This design comes from an exercise in tuning for small area on the open sky130 flow, not from production work. Only simulation tests tie the RTL to the original design; equivalence was not proved. No driver is modelled on the clock port, so clocking that relies on it looks cheaper here than on a real chip. Power is estimated from default activity; no workload was simulated.

==> flow/design.v <==
module fir_count (clock, reset, p, fresh);
input clock;
input reset;
output [8:0] p;
output fresh;
reg [8:0] p;
reg       f;
wire [9:0] pc;
assign pc[0] = ~f;
genvar j;
generate
  for (j = 0; j < 9; j = j + 1) begin : inc
    assign pc[j+1] = pc[j] & p[j];
    always @(posedge clock) p[j] <= reset & (p[j] ^ pc[j]);
  end
endgenerate
always @(posedge clock) f <= ~reset;
reg fresh;
always @(posedge clock) fresh <= ~reset | (fresh & ~p[5]);
endmodule
module fir_store (clock, p, fresh, sdout, x, xp);
input clock;
input [8:0] p;
input fresh;
input sdout;
output [6:0] x;
output xp;
reg [10:0] r0;
wire ins0 = (p == 9'd323);
always @(posedge clock) r0 <= {r0[9:0], fresh ? 1'b1 : (ins0 ? ~sdout : r0[10])};
reg [10:0] r1;
wire ins1 = (p == 9'd315);
always @(posedge clock) r1 <= {r1[9:0], fresh ? 1'b1 : (ins1 ? ~sdout : r1[10])};
reg [10:0] r2;
wire ins2 = (p == 9'd307);
always @(posedge clock) r2 <= {r2[9:0], fresh ? 1'b1 : (ins2 ? ~sdout : r2[10])};
reg [10:0] r3;
wire ins3 = (p == 9'd299);
always @(posedge clock) r3 <= {r3[9:0], fresh ? 1'b1 : (ins3 ? ~sdout : r3[10])};
reg [10:0] r4;
wire ins4 = (p == 9'd291);
always @(posedge clock) r4 <= {r4[9:0], fresh ? 1'b1 : (ins4 ? ~sdout : r4[10])};
reg [10:0] r5;
wire ins5 = (p == 9'd283);
always @(posedge clock) r5 <= {r5[9:0], fresh ? 1'b1 : (ins5 ? ~sdout : r5[10])};
reg [10:0] r6;
wire ins6 = (p == 9'd275);
always @(posedge clock) r6 <= {r6[9:0], fresh ? 1'b1 : (ins6 ? ~sdout : r6[10])};
assign x = {r6[2], r5[5], r4[8], r3[0], r2[3], r1[6], r0[9]};
assign xp = r6[3];
endmodule
module fir_sched (p, en, sub, dblm);
input [8:0] p;
output en;
output sub;
output dblm;
reg en, sub, dblm;
always @(*) begin
  en = 1'b0;
  sub = 1'b0;
  dblm = 1'b0;
  case (p[8:1])
    8'd33: begin en = 1'b1; end
    8'd35: begin en = 1'b1; end
    8'd38: begin en = 1'b1; end
    8'd41: begin en = 1'b1; end
    8'd47: begin dblm = 1'b1; end
    8'd49: begin en = 1'b1; end
    8'd52: begin en = 1'b1; end
    8'd63: begin dblm = 1'b1; end
    8'd66: begin en = 1'b1; sub = 1'b1; end
    8'd68: begin en = 1'b1; sub = 1'b1; end
    8'd72: begin en = 1'b1; sub = 1'b1; end
    8'd73: begin en = 1'b1; sub = 1'b1; end
    8'd79: begin dblm = 1'b1; end
    8'd80: begin en = 1'b1; sub = 1'b1; end
    8'd83: begin en = 1'b1; sub = 1'b1; end
    8'd84: begin en = 1'b1; sub = 1'b1; end
    8'd87: begin en = 1'b1; sub = 1'b1; end
    8'd95: begin dblm = 1'b1; end
    8'd96: begin en = 1'b1; end
    8'd104: begin en = 1'b1; end
    8'd111: begin dblm = 1'b1; end
    8'd115: begin en = 1'b1; end
    8'd118: begin en = 1'b1; end
    default: ;
  endcase
end
endmodule
module fir_mac (clock, p, fresh, en, sub, dblm, x, xp, sdin);
input clock;
input [8:0] p;
input fresh;
input en;
input sub;
input dblm;
input [6:0] x;
input xp;
output sdin;
wire txw = p[8] & (p[7] ? (p[6:3] == 4'd0) : (p[6:3] != 4'd0));
wire dbl = fresh | dblm | (txw & (p[2:1] == 2'b11));
wire hi = p[0];
reg  [7:0] n_lo;
reg  [7:0] n_hi;
reg        cr;
wire [6:0] y   = {7{en}} & (~x ^ {7{sub}});
wire       sxl = en & (~x[6] ^ sub);
wire       sxh = en & (~xp ^ sub);
wire [7:0] nb  = ~(hi ? {8{sxh}} : {sxl, y});
wire [8:0] nc;
assign nc[0] = ~(hi ? cr : (en & sub));
genvar i;
generate
  for (i = 0; i < 8; i = i + 1) begin : add
    assign nc[i+1] = (n_lo[i] & nb[i]) | (n_lo[i] & nc[i]) | (nb[i] & nc[i]);
    if (i == 0) begin : lsb
      always @(posedge clock) n_hi[i] <= dbl ? ~(hi & cr) : n_lo[i] ^ nb[i] ^ nc[i];
    end else begin : up
      always @(posedge clock) n_hi[i] <= dbl ? n_lo[i-1] : n_lo[i] ^ nb[i] ^ nc[i];
    end
  end
endgenerate
always @(posedge clock) begin
  n_lo <= n_hi;
  cr   <= dbl ? ~n_lo[7] : ~nc[8];
end
assign sdin = txw & ~(hi ? n_lo[7] : n_hi[7]);
endmodule
module toplevel (reset, clock, mclk, sclk, lrck, sdin, sdout, test_sdout);
input  reset;
input  clock;
input  sdout;
output mclk;
output sclk;
output lrck;
output sdin;
output test_sdout;
wire [8:0] p;
wire       fresh;
wire [6:0] x;
wire       xp;
wire       en, sub, dblm;
fir_count u_count (.clock(clock), .reset(reset), .p(p), .fresh(fresh));
fir_store u_store (.clock(clock), .p(p), .fresh(fresh), .sdout(sdout), .x(x), .xp(xp));
fir_sched u_sched (.p(p), .en(en), .sub(sub), .dblm(dblm));
fir_mac   u_mac   (.clock(clock), .p(p), .fresh(fresh), .en(en), .sub(sub), .dblm(dblm), .x(x), .xp(xp), .sdin(sdin));
assign mclk = p[0];
assign sclk = p[2];
assign lrck = p[8];
assign test_sdout = 1'b0;
endmodule
==> flow/config.mk <==
export PLATFORM = sky130hd
export DESIGN_NAME = toplevel
export DESIGN_NICKNAME = toplevel
export VERILOG_FILES = /design/flow/design.v
export SDC_FILE = /design/flow/constraint.sdc
export NUM_CORES = 4
export LEC_CHECK = 0
export CAP_MARGIN = 20
export CORE_MARGIN = 2
export CORE_UTILIZATION = 40
export SLEW_MARGIN = 20
export SYNTH_HIERARCHICAL = 1
export SYNTH_MINIMUM_KEEP_SIZE = 0
==> flow/constraint.sdc <==
create_clock -name core_clock -period 10.0 [get_ports {clock}]
set_input_delay 2.0000 -clock core_clock [delete_from_list [all_inputs] [get_ports {clock}]]
set_output_delay 2.0000 -clock core_clock [all_outputs]
set_load 0.01 [all_outputs]
standard.sh (not shown) runs the stock make flow with config.mk's settings and CLKGATE_MAP_FILE= SYNTH_SCRIPT=/design/flow/synth_recipe.tcl, a recipe that flattens the netlist after the stock synthesis.
==> flow/flow/run.sh <==
#!/bin/bash
# Standard synthesis, then every combinational cell swapped for the smallest
# cell of its family (the synthesis maps for speed and upsizes freely; the
# resizer upsizes again wherever slew or load needs it), then the standard
# layout steps.
set -euo pipefail
R=orfs/results/${FLOW_PLATFORM}/toplevel/base
LIB=${FLOW_HOME}/platforms/${FLOW_PLATFORM}/lib/sky130_fd_sc_hd__tt_025C_1v80.lib
bash standard.sh synth > synth.log 2>&1
sleep 1
python3 flow/downsize.py "$LIB" "$R/1_2_yosys.v" > downsize.log 2>&1
touch "$R/1_2_yosys.v"
bash standard.sh "CTS_ARGS=-sink_clustering_enable -repair_clock_nets -dont_use_dummy_load -buf_list sky130_fd_sc_hd__clkbuf_4" "POST_CTS_TCL=$PWD/flow/post_cts.tcl" "BUFFER_PORTS_ARGS=-buffer_cell sky130_fd_sc_hd__buf_1" finish > layout.log 2>&1
Other scripts of this flow, unchanged in this note and not shown: flow/flow/downsize.py, flow/flow/post_cts.tcl
Change:
--- a/flow/design.v
+++ b/flow/design.v
@@ -6,11 +6,12 @@
 reg [8:0] p;
 reg       f;
+wire pg = reset & ~f;
 wire [9:0] pc;
-assign pc[0] = ~f;
+assign pc[0] = 1'b1;
 genvar j;
 generate
   for (j = 0; j < 9; j = j + 1) begin : inc
     assign pc[j+1] = pc[j] & p[j];
-    always @(posedge clock) p[j] <= reset & (p[j] ^ pc[j]);
+    always @(posedge clock) p[j] <= pg & (p[j] ^ pc[j]);
   end
 endgenerate
The new run ran to the end with no violations.
Die area is about the same.
Cell count does not change.
Worst setup slack improved by 0.026 ns.
Routed wire length falls by 2.1%.
Via count falls by 0.77%.
Core utilization barely changes.
Maximum frequency rises by 0.47%.

========
== before ==
Another version of the RTL of toplevel (not shown whole).
For scale: roughly 8 I/O pins, ~3000 sq um of cells after synthesis.
==> module fir_ctrl, before the edit <==
module fir_ctrl (clock, reset, p, fresh, en, sub, dblm);
input clock;
input reset;
output [8:0] p;
output fresh;
output en;
output sub;
output dblm;
reg [8:0] p;
reg       f;
wire pg = reset & ~f;
wire [9:0] pc;
assign pc[0] = 1'b1;
genvar j;
generate
  for (j = 0; j < 9; j = j + 1) begin : inc
    assign pc[j+1] = pc[j] & p[j];
    always @(posedge clock) p[j] <= pg & (p[j] ^ pc[j]);
  end
endgenerate
always @(posedge clock) f <= ~reset;
reg fresh;
always @(posedge clock) fresh <= ~reset | (fresh & ~p[8]);
reg en, sub, dblm;
always @(*) begin
  en = 1'b0;
  sub = 1'b0;
  dblm = 1'b0;
  case (p[8:2])
    7'd4: begin en = 1'b1; end
    7'd8: begin dblm = 1'b1; end
    7'd9: begin en = 1'b1; sub = 1'b1; end
    7'd11: begin en = 1'b1; sub = 1'b1; end
    7'd12: begin en = 1'b1; sub = 1'b1; end
    7'd14: begin en = 1'b1; sub = 1'b1; end
    7'd20: begin dblm = 1'b1; end
    7'd25: begin en = 1'b1; sub = 1'b1; end
    7'd27: begin en = 1'b1; sub = 1'b1; end
    7'd29: begin en = 1'b1; sub = 1'b1; end
    7'd31: begin en = 1'b1; sub = 1'b1; end
    7'd32: begin dblm = 1'b1; end
    7'd37: begin en = 1'b1; end
    7'd41: begin en = 1'b1; end
    7'd44: begin dblm = 1'b1; end
    7'd48: begin en = 1'b1; end
    7'd52: begin en = 1'b1; end
    7'd114: begin en = 1'b1; end
    7'd117: begin en = 1'b1; end
    7'd118: begin en = 1'b1; end
    7'd121: begin en = 1'b1; end
    7'd124: begin dblm = 1'b1; end
    7'd125: begin en = 1'b1; end
    default: ;
  endcase
end
endmodule
==> module fir_store, before the edit <==
module fir_store (clock, p, fresh, sdout, t);
input clock;
input [8:0] p;
input fresh;
input sdout;
output [6:0] t;
reg [10:0] r0;
wire ins0 = (p == 9'd323);
always @(posedge clock) r0 <= {r0[9:0], fresh ? 1'b1 : (ins0 ? ~sdout : r0[10])};
reg [10:0] r1;
wire ins1 = (p == 9'd315);
always @(posedge clock) r1 <= {r1[9:0], fresh ? 1'b1 : (ins1 ? ~sdout : r1[10])};
reg [10:0] r2;
wire ins2 = (p == 9'd307);
always @(posedge clock) r2 <= {r2[9:0], fresh ? 1'b1 : (ins2 ? ~sdout : r2[10])};
reg [10:0] r3;
wire ins3 = (p == 9'd299);
always @(posedge clock) r3 <= {r3[9:0], fresh ? 1'b1 : (ins3 ? ~sdout : r3[10])};
reg [10:0] r4;
wire ins4 = (p == 9'd291);
always @(posedge clock) r4 <= {r4[9:0], fresh ? 1'b1 : (ins4 ? ~sdout : r4[10])};
reg [10:0] r5;
wire ins5 = (p == 9'd283);
always @(posedge clock) r5 <= {r5[9:0], fresh ? 1'b1 : (ins5 ? ~sdout : r5[10])};
reg [10:0] r6;
wire ins6 = (p == 9'd275);
always @(posedge clock) r6 <= {r6[9:0], fresh ? 1'b1 : (ins6 ? ~sdout : r6[10])};
assign t = {r6[3], r5[6], r4[9], r3[0], r2[3], r1[6], r0[9]};
endmodule
==> module toplevel, before the edit <==
module toplevel (reset, clock, mclk, sclk, lrck, sdin, sdout, test_sdout);
input  reset;
input  clock;
input  sdout;
output mclk;
output sclk;
output lrck;
output sdin;
output test_sdout;
wire [8:0] p;
wire       fresh;
wire [6:0] t;
wire       en, sub, dblm;
fir_ctrl  u_ctrl  (.clock(clock), .reset(reset), .p(p), .fresh(fresh), .en(en), .sub(sub), .dblm(dblm));
fir_store u_store (.clock(clock), .p(p), .fresh(fresh), .sdout(sdout), .t(t));
fir_mac   u_mac   (.clock(clock), .p(p), .fresh(fresh), .en(en), .sub(sub), .dblm(dblm), .t(t), .sdin(sdin));
assign mclk = p[0];
assign sclk = p[2];
assign lrck = p[8];
assign test_sdout = 1'b0;
endmodule
export LEC_CHECK = 0
export CAP_MARGIN = 20
export CORE_MARGIN = 2
export CORE_UTILIZATION = 40
export SLEW_MARGIN = 20
export SYNTH_HIERARCHICAL = 1
export SYNTH_MINIMUM_KEEP_SIZE = 0
create_clock -name core_clock -period 10.0 [get_ports {clock}]
Scripts as last shown in full above: flow/flow/run.sh
Other scripts of this flow, unchanged in this note and not shown: flow/flow/downsize.py, flow/flow/post_cts.tcl
Input changes introduced in after (baseline for comparison: before):
--- a/flow/design.v
+++ b/flow/design.v
@@ -1,13 +1,14 @@
-module fir_ctrl (clock, reset, p, fresh, en, sub, dblm);
+module fir_ctrl (clock, reset, p, fresh, en, sub, dblm, ins);
 input clock;
 input reset;
 output [8:0] p;
 output fresh;
 output en;
 output sub;
 output dblm;
+output [6:0] ins;
 reg [8:0] p;
 reg       f;
 wire pg = reset & ~f;
 wire [9:0] pc;
 assign pc[0] = 1'b1;
@@ -51,38 +52,38 @@
     7'd124: begin dblm = 1'b1; end
     7'd125: begin en = 1'b1; end
     default: ;
   endcase
 end
+assign ins[0] = (p == 9'd323);
+assign ins[1] = (p == 9'd315);
+assign ins[2] = (p == 9'd307);
+assign ins[3] = (p == 9'd299);
+assign ins[4] = (p == 9'd291);
+assign ins[5] = (p == 9'd283);
+assign ins[6] = (p == 9'd275);
 endmodule
-module fir_store (clock, p, fresh, sdout, t);
+module fir_store (clock, ins, fresh, sdout, t);
 input clock;
-input [8:0] p;
+input [6:0] ins;
 input fresh;
 input sdout;
 output [6:0] t;
 reg [10:0] r0;
-wire ins0 = (p == 9'd323);
-always @(posedge clock) r0 <= {r0[9:0], fresh ? 1'b1 : (ins0 ? ~sdout : r0[10])};
+always @(posedge clock) r0 <= {r0[9:0], fresh ? 1'b1 : (ins[0] ? ~sdout : r0[10])};
 reg [10:0] r1;
-wire ins1 = (p == 9'd315);
-always @(posedge clock) r1 <= {r1[9:0], fresh ? 1'b1 : (ins1 ? ~sdout : r1[10])};
+always @(posedge clock) r1 <= {r1[9:0], fresh ? 1'b1 : (ins[1] ? ~sdout : r1[10])};
 reg [10:0] r2;
-wire ins2 = (p == 9'd307);
-always @(posedge clock) r2 <= {r2[9:0], fresh ? 1'b1 : (ins2 ? ~sdout : r2[10])};
+always @(posedge clock) r2 <= {r2[9:0], fresh ? 1'b1 : (ins[2] ? ~sdout : r2[10])};
 reg [10:0] r3;
-wire ins3 = (p == 9'd299);
-always @(posedge clock) r3 <= {r3[9:0], fresh ? 1'b1 : (ins3 ? ~sdout : r3[10])};
+always @(posedge clock) r3 <= {r3[9:0], fresh ? 1'b1 : (ins[3] ? ~sdout : r3[10])};
 reg [10:0] r4;
-wire ins4 = (p == 9'd291);
-always @(posedge clock) r4 <= {r4[9:0], fresh ? 1'b1 : (ins4 ? ~sdout : r4[10])};
+always @(posedge clock) r4 <= {r4[9:0], fresh ? 1'b1 : (ins[4] ? ~sdout : r4[10])};
 reg [10:0] r5;
-wire ins5 = (p == 9'd283);
-always @(posedge clock) r5 <= {r5[9:0], fresh ? 1'b1 : (ins5 ? ~sdout : r5[10])};
+always @(posedge clock) r5 <= {r5[9:0], fresh ? 1'b1 : (ins[5] ? ~sdout : r5[10])};
 reg [10:0] r6;
-wire ins6 = (p == 9'd275);
-always @(posedge clock) r6 <= {r6[9:0], fresh ? 1'b1 : (ins6 ? ~sdout : r6[10])};
+always @(posedge clock) r6 <= {r6[9:0], fresh ? 1'b1 : (ins[6] ? ~sdout : r6[10])};
 assign t = {r6[3], r5[6], r4[9], r3[0], r2[3], r1[6], r0[9]};
 endmodule
 module fir_mac (clock, p, fresh, en, sub, dblm, t, sdin);
 input clock;
 input [8:0] p;
@@ -135,12 +136,13 @@
 output test_sdout;
 wire [8:0] p;
 wire       fresh;
 wire [6:0] t;
 wire       en, sub, dblm;
-fir_ctrl  u_ctrl  (.clock(clock), .reset(reset), .p(p), .fresh(fresh), .en(en), .sub(sub), .dblm(dblm));
-fir_store u_store (.clock(clock), .p(p), .fresh(fresh), .sdout(sdout), .t(t));
+wire [6:0] ins;
+fir_ctrl  u_ctrl  (.clock(clock), .reset(reset), .p(p), .fresh(fresh), .en(en), .sub(sub), .dblm(dblm), .ins(ins));
+fir_store u_store (.clock(clock), .ins(ins), .fresh(fresh), .sdout(sdout), .t(t));
 fir_mac   u_mac   (.clock(clock), .p(p), .fresh(fresh), .en(en), .sub(sub), .dblm(dblm), .t(t), .sdin(sdin));
 assign mclk = p[0];
 assign sclk = p[2];
 assign lrck = p[8];
 assign test_sdout = 1'b0;
[compare] base=before new=after: combinational fraction of design power held, number of nets in the layout went up 3.6%, final hold slack held, synthesis-to-finish area growth went down 0.18 points, sum of internal, switching and leakage power went down about 0.7%. Cmp after vs before: power attributed to the clock group lower in after. Against before, after comes in about 4% higher on cell count after synthesis. | area of the multi-input gates | lower: after |. Proportion of cell area spent on the clock network was lower in after than in before. Changes observed in after relative to before: post-route fraction of the period consumed by the critical path lost 0.41 points; global-route usage over all layers neither gained nor lost much; fraction of final layout cells with drive strength greater than 1 lost 1.0 points.

[what the ideal ports hide]
The results above use ideal ports. As a check the final layouts listed here were re-extracted and re-timed, cells and wires unchanged. Step 1 assumes that a clkbuf_16 drives the clock port and a buf_2 every other input. Step 2 times the ports against the registers' clock, not the clock port: input delays grow and output delays shrink by t, the midpoint of the rising clock arrivals with the driver on. Three values: no drivers, after step 1, after step 2; two values: the first two.
run | t (ns) | setup WS [ns] | worst register clock-pin slew, ns
the first run of note 1 | 0.439 | 4.467 / 4.467 / 4.467 | 0.11 / 0.11
the second run of note 1 | 0.446 | 4.493 / 4.493 / 4.493 | 0.11 / 0.11
before | 0.548 | 5.892 / 5.865 / 6.413 | 0.11 / 0.11
after | 0.526 | 5.932 / 5.905 / 6.293 | 0.12 / 0.12
After both steps every run listed still meets setup and hold.
